Source: an optimization exercise on an open RTL-to-GDS flow (aim: small area). Production flows keep margins and buffers that such runs may drop.
Only simulation tests tie the RTL to the original design; equivalence was not proved.
No run shown here takes its clock network from TritonCTS; it comes from the design's own scripts or RTL.
The flow treats the clock pin as an ideal source. Dropping or thinning the clock tree relies on that and would not hold on a real chip.
No activity file was given, so power comes from the tool's default toggle rates.

`flow/run.sh`:
```
#!/bin/bash
# Own layout flow: the standard flow (standard.sh) with three changes:
# - synthesis maps with an area-only ABC script (flow/abc_area.script: deep
#   AIG optimisation, then area mapping) instead of ORFS's abc_area.script,
#   which also buffers and upsizes for a clock ABC is told is 20 ps. Every
#   other ORFS script is used unchanged, from a copy of $FLOW_HOME/scripts;
# - the clock tree is built by flow/pre_cts.tcl (a PRE_CTS_TCL hook) instead of
#   TritonCTS: k-means groups of about 10 sinks, one clkbuf_4 per group and a
#   clkbuf_8 root that the clock port drives;
# - the port buffers are buf_1 cells instead of clkdlybuf4s50_1.
# make's full output goes to flow.log in the work folder; ORFS keeps each
# step's own log under orfs/logs/.
set -euo pipefail
rm -rf scripts_abc
cp -r "$FLOW_HOME/scripts" scripts_abc
cp flow/abc_area.script scripts_abc/abc_area.script
export SCRIPTS_DIR="$PWD/scripts_abc"
export PRE_CTS_TCL="$PWD/flow/pre_cts.tcl"
export BUFFER_PORTS_ARGS="-buffer_cell sky130_fd_sc_hd__buf_1"
bash standard.sh > flow.log 2>&1
```
`flow/abc_area.script`:
```
strash
&get -n
&deepsyn -T 20
&put
dch
amap
topo
dnsize -c
```
`flow/pre_cts.tcl`:
```
# Hand-built clock tree, used in place of TritonCTS (sourced as PRE_CTS_TCL).
# The clock sinks are split into groups of about SINKS_PER_LEAF by k-means on
# their positions; each group gets a clkbuf_4 at its centre, and one root
# buffer next to the clock port's fan-out centre drives all of them. The
# clock port itself then drives the root buffer only.
set leaf_master_name sky130_fd_sc_hd__clkbuf_4
set root_master_name sky130_fd_sc_hd__clkbuf_8
if {[info exists ::env(MCTS_LEAF)]} { set leaf_master_name $::env(MCTS_LEAF) }
if {[info exists ::env(MCTS_ROOT)]} { set root_master_name $::env(MCTS_ROOT) }
set per_leaf 10
if {[info exists ::env(MCTS_PER_LEAF)]} { set per_leaf $::env(MCTS_PER_LEAF) }

set db [ord::get_db]
set block [ord::get_db_block]
set clk_net [$block findNet clk]
set leaf_master [$db findMaster $leaf_master_name]
set root_master [$db findMaster $root_master_name]

# clock sinks with their positions (instance centres)
set sinks {}
foreach it [$clk_net getITerms] {
  set inst [$it getInst]
  set bb [$inst getBBox]
  set x [expr {([$bb xMin] + [$bb xMax]) / 2.0}]
  set y [expr {([$bb yMin] + [$bb yMax]) / 2.0}]
  lappend sinks [list $it $x $y]
}
set n [llength $sinks]
set k [expr {int(ceil(double($n) / $per_leaf))}]
if {$k < 1} { set k 1 }
puts "manual CTS: $n sinks, $k leaf buffers"

# k-means, initial centres spread along the sinks sorted by x then y
set sorted [lsort -real -index 1 $sinks]
set cx {}; set cy {}
for {set i 0} {$i < $k} {incr i} {
  set s [lindex $sorted [expr {int(($i + 0.5) * $n / $k)}]]
  lappend cx [lindex $s 1]; lappend cy [lindex $s 2]
}
for {set iter 0} {$iter < 50} {incr iter} {
  # balanced assignment: each centre takes at most per_leaf sinks, nearest first
  set pairs {}
  set si 0
  foreach s $sinks {
    for {set i 0} {$i < $k} {incr i} {
      set d [expr {abs([lindex $s 1] - [lindex $cx $i]) + abs([lindex $s 2] - [lindex $cy $i])}]
      lappend pairs [list $d $si $i]
    }
    incr si
  }
  set pairs [lsort -real -index 0 $pairs]
  set assign [lrepeat $n -1]
  set count [lrepeat $k 0]
  set cap [expr {int(ceil(double($n) / $k))}]
  foreach p $pairs {
    lassign $p d si i
    if {[lindex $assign $si] >= 0} continue
    if {[lindex $count $i] >= $cap} continue
    lset assign $si $i
    lset count $i [expr {[lindex $count $i] + 1}]
  }
  set sx [lrepeat $k 0.0]; set sy [lrepeat $k 0.0]
  for {set si 0} {$si < $n} {incr si} {
    set i [lindex $assign $si]
    set s [lindex $sinks $si]
    lset sx $i [expr {[lindex $sx $i] + [lindex $s 1]}]
    lset sy $i [expr {[lindex $sy $i] + [lindex $s 2]}]
  }
  set moved 0
  for {set i 0} {$i < $k} {incr i} {
    set c [lindex $count $i]
    if {$c == 0} continue
    set nx [expr {[lindex $sx $i] / $c}]; set ny [expr {[lindex $sy $i] / $c}]
    if {abs($nx - [lindex $cx $i]) + abs($ny - [lindex $cy $i]) > 1} { set moved 1 }
    lset cx $i $nx; lset cy $i $ny
  }
  if {!$moved} break
}

# root buffer at the centre of the leaf buffers
set rx 0.0; set ry 0.0
for {set i 0} {$i < $k} {incr i} {
  set rx [expr {$rx + [lindex $cx $i]}]; set ry [expr {$ry + [lindex $cy $i]}]
}
set rx [expr {int($rx / $k)}]; set ry [expr {int($ry / $k)}]
set root [odb::dbInst_create $block $root_master clkbuf_root]
$root setLocation $rx $ry
$root setPlacementStatus PLACED
set root_net [odb::dbNet_create $block clknet_root]
$root_net setSigType CLOCK
[$root findITerm A] connect $clk_net
[$root findITerm X] connect $root_net

for {set i 0} {$i < $k} {incr i} {
  set buf [odb::dbInst_create $block $leaf_master clkbuf_leaf_$i]
  $buf setLocation [expr {int([lindex $cx $i])}] [expr {int([lindex $cy $i])}]
  $buf setPlacementStatus PLACED
  set net [odb::dbNet_create $block clknet_leaf_$i]
  $net setSigType CLOCK
  [$buf findITerm A] connect $root_net
  [$buf findITerm X] connect $net
  set leaf_net($i) $net
}
for {set si 0} {$si < $n} {incr si} {
  set it [lindex [lindex $sinks $si] 0]
  $it disconnect
  $it connect $leaf_net([lindex $assign $si])
}
global_connect
set_propagated_clock [all_clocks]

# cts.tcl calls clock_tree_synthesis next: the tree is already built.
rename clock_tree_synthesis orig_clock_tree_synthesis
proc clock_tree_synthesis {args} { puts "clock_tree_synthesis skipped: tree built by hand" }
```
`standard.sh`:
```
#!/bin/bash
# synth_recipe.tcl (not shown) runs the flow's synth.tcl, then flattens the netlist and writes it again
# the make line also repeats each setting of config.mk as NAME=value (left out here)
make -C /OpenROAD-flow-scripts/flow DESIGN_CONFIG=/design/flow/config.mk WORK_HOME=/design/flow/orfs CLKGATE_MAP_FILE= SYNTH_SCRIPT=/design/flow/synth_recipe.tcl "${@:-finish}"
```
`config.mk`:
```
export PLATFORM = sky130hd
export DESIGN_NAME = top
export DESIGN_NICKNAME = top
export VERILOG_FILES = /design/flow/design.v
export SDC_FILE = /design/flow/constraint.sdc
export NUM_CORES = 4
export LEC_CHECK = 0
export ABC_AREA = 1
export CAP_MARGIN = 20
export CORE_MARGIN = 2
export CORE_UTILIZATION = 40
export SLEW_MARGIN = 20
```
`constraint.sdc`:
```
create_clock -name core_clock -period 20.0 [get_ports {clk}]
set_input_delay 4.0000 -clock core_clock [delete_from_list [all_inputs] [get_ports {clk}]]
set_output_delay 4.0000 -clock core_clock [all_outputs]
set_load 0.01 [all_outputs]
```
`design.v`:
```
`timescale 1ns / 1ps
module top(
    input clk,
    input rst,
    output tx,
    input rx,
    output led,
    output led2
    );
reg [3:0] dA;
reg [2:0] dB;
reg [2:0] dC;
reg [3:0] dD;
wire bw = dB[2] & ~dB[1];       
always @(posedge clk) begin
    if (rst) begin
        dA <= 4'b0000;
        dB <= 3'b000;
        dC <= 3'b000;
        dD <= 4'b0011;
    end else begin
        dA <= {dA[2:0], dA[3] ^ ~(dA[0] & ~dA[1] & ~dA[2])};
        dB <= {dB[1:0], ~(dB[1] | dB[2])};
        if (bw)
            dC <= {dC[1:0], ~(dC[1] | dC[2])};
        dD <= {dD[2:0], dD[3] ^ ~(dD[0] & ~dD[1])};
    end
end
wire t16  = bw & dC[2] & ~dC[1] & dD[0] & ~dD[1] & dD[3];
wire tick = t16 & (dA == 4'b1011);
wire t16_3 = ~dB[0] & dB[1] & ~dC[0] & ~dC[2] & ~dD[0] & dD[1] & dD[2];
function qf(input [3:0] q);
    qf = (q[2] ^ q[1]) & ~(q[3] & q[2]);
endfunction
localparam [3:0] Q0 = 4'b0100, Q8 = 4'b1000, Q9 = 4'b0000;
reg act;
reg [3:0] L;
reg [3:0] H;
reg [2:0] adr;       
reg hacc;            
reg lastbit;         
wire l8  = (L == 4'b0100);
wire l9  = (L == 4'b1001);
wire l15 = (L == 4'b1000);
wire smp = act & t16 & l8;
wire h03 = (H == Q0) | (H == 4'b1001) | (H == 4'b0010) | (H == 4'b0101);
wire h47 = (H == 4'b1011) | (H == 4'b0111) | (H == 4'b1110) | (H == 4'b1100);
always @(posedge clk) begin
    if (rst)
        act <= 1'b0;
    else if (!act)
        act <= ~rx;
    else if (smp & (((H == Q0) & rx) | (H == Q9)))
        act <= 1'b0;
    if (!act) begin
        L <= 4'b0000;
        H <= Q0;
    end else if (t16) begin
        L <= {L[2:0], L[3] ^ ~(L[0] & ~L[1] & ~L[2])};
        if (l15)
            H <= {H[2:0], qf(H)};
    end
    if (smp) begin
        lastbit <= rx;
        if (h03)
            adr <= {rx, adr[2:1]};
        if (h03)
            hacc <= 1'b0;
        else if (h47)
            hacc <= hacc | rx;
    end
end
reg gd;              
reg [3:0] rsel;      
wire proc  = act & (H == Q8) & l9 & t16_3;   
wire fend  = smp & (H == Q9);                
wire reply = proc & (gd | ~lastbit);
always @(posedge clk) begin
    if (rst)
        gd <= 1'b0;
    else if (fend)
        gd <= ~gd & lastbit;
    if (proc & ~gd)
        rsel <= hacc ? {~lastbit, 3'b100} : {adr[2], adr[1] & ~adr[0], adr[1], adr[0]};
end
reg [79:0] ring;
reg clr;
wire tap   = ring[0];
wire rmat  = (rsel[3] == dA[3]) & (rsel[2:0] == dB);
wire wr    = gd & rmat & (H[2:0] == dA[2:0]);
wire rin   = wr ? lastbit : (clr ? 1'b0 : tap);
always @(posedge clk) begin
    ring <= {rin, ring[79:1]};
    clr <= rst | (clr & ~t16);
end
reg [3:0] ts;
reg nxt;
reg txo;
always @(posedge clk) begin
    if (reply)
        nxt <= 1'b0;
    else if (ts == Q9)
        nxt <= 1'b1;
    else if ((ts != Q0) & rmat & (ts[2:0] == dA[2:0]))
        nxt <= tap;
    if (rst)
        ts <= Q9;
    else if (reply)
        ts <= Q0;
    else if (tick)
        ts <= {ts[2:0], qf(ts)};
    if (rst | reply)
        txo <= 1'b1;
    else if (tick)
        txo <= nxt;
end
assign tx = txo;
assign led = ~txo;
assign led2 = ~rx;
endmodule
```
==> results of run 1 <==
[stage by stage]
step	total power [mW]	cell area, µm²	setup WS (ns)
6_report	0.347	3450	11.62
5_1_grt	0.364	3450	11.55
4_1_cts	0.352	3450	11.61
3_5_place_dp	0.255	3350	11.61
3_3_place_gp	0.255	3350	11.65
2_1_floorplan	0.253	3200	11.91
[power breakdown]
group          switching [mW]  leakage [nW]  internal (mW)
Sequential            0.00150         0.976          0.243
Clock                  0.0642        0.0624         0.0326
Combinational         0.00346         0.230        0.00195
Total                  0.0692          1.27          0.278
[cell usage in the layout (no fill, tap or decap), types with 2 or more instances in the layout]
master	netlist	routed
nor3_1	7	7
nand3_1	3	3
o22ai_1	14	14
clkbuf_4	0	12
or2_0	2	2
nor2_1	27	27
clkinv_1	31	31
or3_1	2	2
or4_1	4	4
edfxtp_1	9	9
o21ai_0	10	10
buf_1	0	5
a21oi_1	7	7
nor2b_1	4	4
nand2_1	16	16
a222oi_1	2	2
dfxtp_1	111	111
nand4_1	2	2
o21a_1	2	2
[layout make-up]
class / instances / area, µm²
plain buffers: 13 / 104
flip-flops and latches: 120 / 2490
repair buffers: 5 / 18.8
inverters: 31 / 116
fillers: 733 / 4280
well taps: 102 / 128
multi-input cells: 112 / 592
[final timing paths]
kind	startpoint	to	cells past startpoint
max reg2reg	dB[1]$_SDFF_PP0_	act$_SDFF_PP0_	12
min reg2reg	ring[63]$_DFF_P_	ring[62]$_DFF_P_	0
max	rx	led2	3
min	ring[63]$_DFF_P_	ring[62]$_DFF_P_	0
[state kept, by name (all words and copies together), names as in the netlist, 4 cells and up]
signal  count
H           4
ring       80
rsel        4
dA          4
dD          4
ts          4
L           4
[layer usage]
metal,vias to the layer above,GRT usage (%),wire [µm]
met2,45,15.5,1820
met5,-,0,0
li1,926,-,-
met1,804,15.7,2240
met3,12,1.69,258
met4,0,3.31,99
[critical path: cells and delay by family]
kind,cells,cell delay (ns)
buf+inv,3,0.37
[cells by family after synthesis]
logic type	count (synthesis)	share of synthesized area, %
AOI/OAI and AO/OA	42	8.33
DFF	120	77.9
buffers and inverters	31	3.64
and+or+nand+nor	70	10.2
==> reports/results.ini, run 1 <==
[timing]
fin_crit_ns=8.38
fmax_mhz=119
fin_crit_sh_pct=41.9
rsz0062_at_grt=false
tightest_slew_ns=0.768
setup_viol=0
skew_ns=0.0193
holdWs_ns=0.327
maxSlewHeadroom_pct=48.8
tns_ns=0
slew_violations=0
hold_viol=0

[clock_network]
cts_resized=0
clock_latency_ns=0.38
hold_buffers=0
cts_setup_buffers=0
path_clk_slew_ns=0.10

[place]
globalplace.congestion=0.779
io_buffers=5
dp.cells=370
dp_hpwl_mm=2.92

[synthesis]
synth-edff-count=9
ys_seq_elements=120
ys_async_sr_fraction_pct=0
yosysMostFrequentCell=dfxtp_1
synth.avg_cell_area_um2=12.2
synthCells=263
ys_types=27
syn_nets=266
seq_area_frac_synth_pct=77.9
synth_ff_type=dfxtp_1
yosysTopAreaCell=dfxtp_1
synth_top_area_share_pct=69.4
yosys_warnings=1
synth_area_leaders=dfxtp_1, edfxtp_1, clkinv_1
syn-cell-area_um2=3200
synth_common_cells=dfxtp_1, clkinv_1, nor2_1, nand2_1, o22ai_1

[pwr]
powerDensity_nw_per_um2=100
peakVddDrop_v=0.0000535
p_leak_nw=1.27

[final_layout]
antenna_cells=0
finalNetCount=286
drive_above_1_share_pct=4.63
final_cells=383
final_core_util_pct=44.7
syn2layout_area_growth_pct=7.82

[detailed_routing]
ant_nets=0
drtIter0Drc=108
dr.pass1.iters=5
vias_per_cell=4.67
vias=1787
wl_per_cell_um=11.5
wl_mm=4.42
route.detailed.drc=0

[grt]
grt.overflow.total=0
grt_usage_pct=10.5
antenna_found_initial=0
grt_pass1_wl_mm=7.59
first_global_vias=1687
grt_max_degree=19

[worst_setup_path]
critPathKind=input port to primary output
worstPathRequired_ns=16.00
critPathMostFrequentCell=buf_1
crit_path_end_kind=primary output
worstSetupStartpointType=input port
worstPathArrival_ns=4.38
slowest_stage=buf_1
crit_fanout=4
worstPathCellList=buf_1, clkinv_1, buf_1
rrSetupSlack_ns=17.21
max_stage_delay_ns=0.14

[die]
die_h_um=93.5
fp.dieW_um=93.5
initial_utilization_pct=41.4
core_um2=7730
io_pins=6
fp.dieArea_um2=8730
rows=32

[min_path]
hold_path.class=register to register

[flow_run]
drv_cap=0

[status]
outcome=no timing/DRC/antenna violations

==> inputs of run 2 (changes only) <==
--- a/design.v
+++ b/design.v
@@ -9,24 +9,26 @@
     );
-reg [3:0] dA;
-reg [2:0] dB;
-reg [2:0] dC;
+reg [2:0] dA;
+reg a3;
+reg [4:0] dBC;
 reg [3:0] dD;
-wire bw = dB[2] & ~dB[1];       
+reg [3:0] dE;
 always @(posedge clk) begin
     if (rst) begin
-        dA <= 4'b0000;
-        dB <= 3'b000;
-        dC <= 3'b000;
+        dA <= 3'b000;
+        a3 <= 1'b0;
+        dBC <= 5'b10010;
         dD <= 4'b0011;
+        dE <= 4'b0000;
     end else begin
-        dA <= {dA[2:0], dA[3] ^ ~(dA[0] & ~dA[1] & ~dA[2])};
-        dB <= {dB[1:0], ~(dB[1] | dB[2])};
-        if (bw)
-            dC <= {dC[1:0], ~(dC[1] | dC[2])};
+        dA <= {dA[1:0], dA[2] ^ (dA[1] | ~dA[0])};
+        a3 <= a3 ^ (dA == 3'b100);
+        dBC <= {dBC[3:0], (~dBC[3] & ~dBC[4]) | (~dBC[1] & ~dBC[2] & dBC[3] & ~dBC[4]) |
+                          (~dBC[1] & dBC[2] & dBC[3] & dBC[4])};
         dD <= {dD[2:0], dD[3] ^ ~(dD[0] & ~dD[1])};
+        dE <= {dE[2:0], ~dE[1] & ~(dE[2] ^ dE[3])};
     end
 end
-wire t16  = bw & dC[2] & ~dC[1] & dD[0] & ~dD[1] & dD[3];
-wire tick = t16 & (dA == 4'b1011);
-wire t16_3 = ~dB[0] & dB[1] & ~dC[0] & ~dC[2] & ~dD[0] & dD[1] & dD[2];
+wire t16  = dBC[0] & dBC[3] & dBC[4] & dD[0] & ~dD[1] & dD[3];
+wire tick = t16 & ~a3 & (dA == 3'b011);
+wire t16_3 = dBC[0] & dBC[1] & dBC[4] & ~dD[0] & dD[1] & dD[2];
 function qf(input [3:0] q);
@@ -35,2 +37,3 @@
 localparam [3:0] Q0 = 4'b0100, Q8 = 4'b1000, Q9 = 4'b0000;
+localparam [3:0] X = 4'b1100;    
 reg act;
@@ -74,4 +77,4 @@
 reg [3:0] rsel;      
-wire proc  = act & (H == Q8) & l9 & t16_3;   
-wire fend  = smp & (H == Q9);                
+wire proc  = act & (H == Q8) & l9 & t16_3;     
+wire fend  = smp & (H == Q9);            
 wire reply = proc & (gd | ~lastbit);
@@ -83,15 +86,18 @@
     if (proc & ~gd)
-        rsel <= hacc ? {~lastbit, 3'b100} : {adr[2], adr[1] & ~adr[0], adr[1], adr[0]};
+        rsel <= hacc   ? X :
+                adr[2] ? {adr[1], ~adr[1], ~adr[1] & adr[0], adr[1] & adr[0]} :
+                         {2'b00, adr[1:0]};
 end
-reg [79:0] ring;
+reg [71:0] ring;
 reg clr;
+reg [3:0] ts;        
 wire tap   = ring[0];
-wire rmat  = (rsel[3] == dA[3]) & (rsel[2:0] == dB);
-wire wr    = gd & rmat & (H[2:0] == dA[2:0]);
-wire rin   = wr ? lastbit : (clr ? 1'b0 : tap);
+wire rmat  = (rsel == dE);
+wire wr    = gd & rmat & (H[2:0] == dA);
+wire zc    = (ts == Q9) & ~gd & (dE == X);
+wire rin   = wr ? lastbit : ((clr | zc) ? 1'b0 : tap);
 always @(posedge clk) begin
-    ring <= {rin, ring[79:1]};
+    ring <= {rin, ring[71:1]};
     clr <= rst | (clr & ~t16);
 end
-reg [3:0] ts;
 reg nxt;
@@ -103,3 +109,3 @@
         nxt <= 1'b1;
-    else if ((ts != Q0) & rmat & (ts[2:0] == dA[2:0]))
+    else if ((ts != Q0) & rmat & (ts[2:0] == dA))
         nxt <= tap;
--- a/flow/run.sh
+++ b/flow/run.sh
@@ -7,3 +7,3 @@
 # - the clock tree is built by flow/pre_cts.tcl (a PRE_CTS_TCL hook) instead of
-#   TritonCTS: k-means groups of about 10 sinks, one clkbuf_4 per group and a
+#   TritonCTS: k-means groups of about 9 sinks, one clkbuf_4 per group and a
 #   clkbuf_8 root that the clock port drives;
--- a/flow/pre_cts.tcl
+++ b/flow/pre_cts.tcl
@@ -1,3 +1,3 @@
 # Hand-built clock tree, used in place of TritonCTS (sourced as PRE_CTS_TCL).
-# The clock sinks are split into groups of about SINKS_PER_LEAF by k-means on
+# The clock sinks are split into groups of about 9 sinks (MCTS_PER_LEAF) by k-means on
 # their positions; each group gets a clkbuf_4 at its centre, and one root
@@ -9,3 +9,3 @@
 if {[info exists ::env(MCTS_ROOT)]} { set root_master_name $::env(MCTS_ROOT) }
-set per_leaf 10
+set per_leaf 9
 if {[info exists ::env(MCTS_PER_LEAF)]} { set per_leaf $::env(MCTS_PER_LEAF) }
==> run 2 against run 1 <==
Net effect:
- critical path depth unchanged
- largest cell class unchanged
- die area decreased by 1.4%
- sequential share of layout area decreased by 2.1 points
- still clean on timing, DRC and antenna
- maximum frequency about the same
- combinational power increased by 12%
- first-iteration DRC count decreased by 48%
- sequential power decreased by 4%
==> reports/results.ini, run 2 <==
[synthesis]
synth_top_area_share_pct=67.3  ; -2.2 points
synth.avg_cell_area_um2=11.6  ; -4.4%
synth_area_leaders=dfxtp_1, edfxtp_1, clkinv_1
yosysTopAreaCell=dfxtp_1
syn_nets=275  ; +3.4%
seq_area_frac_synth_pct=75.8  ; -2.0 points
yosys_warnings=1  ; unchanged
ys_types=29  ; +7.4%
synth_ff_type=dfxtp_1
syn-cell-area_um2=3150  ; -1.4%
ys_async_sr_fraction_pct=0  ; unchanged
synth-edff-count=9  ; unchanged
yosysMostFrequentCell=dfxtp_1
synth_common_cells=dfxtp_1, clkinv_1, nor2_1, nand2_1, o22ai_1
ys_seq_elements=115  ; -4.2%
synthCells=271  ; +3.0%

[worst_setup_path]
worstSetupStartpointType=input port
crit_path_end_kind=primary output
worstPathRequired_ns=16.00  ; about the same
critPathKind=input port to primary output
worstPathArrival_ns=4.37  ; about the same
crit_fanout=4  ; unchanged

[detailed_routing]
vias=1782  ; -0.28%
dr.pass1.iters=4  ; -1
wl_mm=4.45  ; +0.50%
route.detailed.drc=0  ; unchanged
ant_nets=0  ; unchanged
wl_per_cell_um=11.3  ; -1.8%
vias_per_cell=4.55  ; -2.6%
drtIter0Drc=56  ; -48%

[pwr]
peakVddDrop_v=0.0000635  ; +19%
p_leak_nw=1.28  ; +0.81%
powerDensity_nw_per_um2=99.4  ; -1.1%

[die]
die_h_um=92.8  ; -0.70%
initial_utilization_pct=41.0  ; -0.39 points
core_um2=7690  ; -0.52%
fp.dieArea_um2=8610  ; -1.4%
io_pins=6  ; unchanged
rows=32  ; unchanged
fp.dieW_um=92.8  ; -0.70%

[final_layout]
top_register=ring
reg_top3=ring (72), dBC (5)
layout_commonest_cell=dfxtp_1
nFillCells=745  ; +1.6%
final_cell_mix=dfxtp_1, clkinv_1, nor2_1
finalNetCount=296  ; +3.5%
drive_above_1_share_pct=4.83  ; +0.20 points
multi_input_area_um2=627  ; +5.9%
final_cells=392  ; +2.3%
largest_reg_flops=72  ; -10%
antenna_cells=0  ; unchanged
syn2layout_area_growth_pct=8.17
seq_area_um2=2390  ; -4.0%

[place]
io_buffers=5  ; unchanged
globalplace.congestion=0.818  ; +5.0%
dp.cells=378  ; +2.2%
dp_hpwl_mm=2.97  ; +1.6%

[clock_network]
clock_latency_ns=0.38  ; about the same
cts_setup_buffers=0  ; unchanged
cts_resized=0  ; unchanged
hold_buffers=0  ; unchanged
path_clk_slew_ns=0.10  ; about the same

[grt]
first_global_vias=1756  ; +4.1%
antenna_found_initial=0  ; unchanged
grt_max_degree=20  ; +1
grt_pass1_wl_mm=7.91  ; +4.3%
grt_usage_pct=10.9  ; +0.39 points
grt.overflow.total=0  ; unchanged

[status]
outcome=no timing/DRC/antenna violations

[timing]
fin_crit_ns=8.37  ; -0.00430 ns
slew_violations=0  ; unchanged
hold_viol=0  ; unchanged
tns_ns=0  ; unchanged
fin_crit_sh_pct=41.9  ; about the same
fmax_mhz=119  ; about the same
rsz0062_at_grt=false
maxSlewHeadroom_pct=42.6  ; -6.2 points
skew_ns=0.0176  ; -0.00174 ns
setup_viol=0  ; unchanged
tightest_slew_ns=0.861  ; +0.0926 ns

[min_path]
hold_path.class=register to register

[flow_run]
drv_cap=0  ; unchanged

## run 2: cell types whose count changed after synthesis, moves of 2 or more
| cell | change |
|---|---|
| or4_1 | -2 |
| a222oi_1 | -2 |
| nor2_1 | +5 |
| nor3_1 | -2 |
| dfxtp_1 | -5 |
| a21oi_1 | +3 |
| clkinv_1 | +5 |
| o22ai_1 | -2 |
| nand3_1 | +3 |
## run 2: logic make-up after synthesis
logic type                 after synthesis  synth area share (%)
and+or+nand+nor                         74                  10.5
AOI/OAI and AO/OA                       44                  8.69
xor gates and xnor gates                 1                 0.278
adders and majority gates                1                 0.397
DFF                                    115                  75.8
buffers and inverters                   36                  4.28
## run 2: worst max-delay path: stages
cell and delay, ns:
buf_1 0.14, clkinv_1 0.10, buf_1 0.13
## run 2: where the power goes
part	total (mW)	leakage [nW]	internal [mW]	switching [mW]
Combinational	0.00604	0.272	0.00218	0.00385
Clock	0.0978	0.0670	0.0348	0.0630
Sequential	0.235	0.940	0.234	0.00177
## run 2: per-layer routing
layer	global-route usage, %	vias up	wire [µm]
met5	0	-	0
met4	2.94	0	127
met3	1.87	11	225
met2	17.0	29	1780
met1	15.6	801	2320
li1	-	941	-
## run 2: final cells by class
cell class | count | area share (%)
well taps | 102 | 3.74
flip-flops and latches | 115 | 70.1
plain buffers | 14 | 3.26
inverters | 36 | 3.96
multi-input cells | 120 | 18.4
repair buffers | 5 | 0.550
## run 2: through the flow
stage | setup slack, ns | power, mW | area, µm² | util [%] | hold slack (ns)
2_1_floorplan | 11.91 | 0.245 | 3150 | - | 0.310
3_3_place_gp | 11.65 | 0.247 | 3300 | 42.9 | 0.312
3_5_place_dp | 11.63 | 0.247 | 3300 | 42.9 | 0.312
4_1_cts | 11.63 | 0.346 | 3410 | 44.4 | 0.320
5_1_grt | 11.58 | 0.355 | 3410 | 44.4 | 0.327
6_report | 11.63 | 0.339 | 3410 | 44.4 | 0.322
## run 2: path summary, 6_finish.rpt
check,slack (ns),end,startpoint,depth (start not counted)
hold / removal,0.32,ring[47]$_DFF_P_,ring[48]$_DFF_P_,0
hold reg to reg,0.32,ring[47]$_DFF_P_,ring[48]$_DFF_P_,0
setup / recovery,11.63,led2,rx,3
setup reg to reg,17.69,adr[2]$_DFFE_PP_,dD[0]$_SDFF_PP1_,9

==> port drivers added, routing unchanged <==
How much do the figures lean on ideal ports? The routed layouts below were timed once more, with nothing changed but the port constraints. Step 1 sets driving cells, clkbuf_16 on the clock port and buf_2 on the other inputs (assumed; they add their load-dependent delay and slew). Step 2 times the ports against the registers' clock, not the clock port: input delays grow and output delays shrink by t, the midpoint of the rising clock arrivals with the driver on. Three values: ideal ports, drivers, drivers and shift; two values: the first two.
| run | t, ns | setup slack, ns | worst setup path after step 2 | clock arrival spread, ns | slew at the worst register clock pin (ns) |
|---|---|---|---|---|---|
| run 1 | 0.399 | 11.623 / 11.598 / 11.598 | input to output | 0.020 / 0.021 | 0.12 / 0.12 |
| run 2 | 0.400 | 11.628 / 11.603 / 11.603 | input to output | 0.018 / 0.018 | 0.10 / 0.10 |
After both steps setup and hold are still met in every run listed.
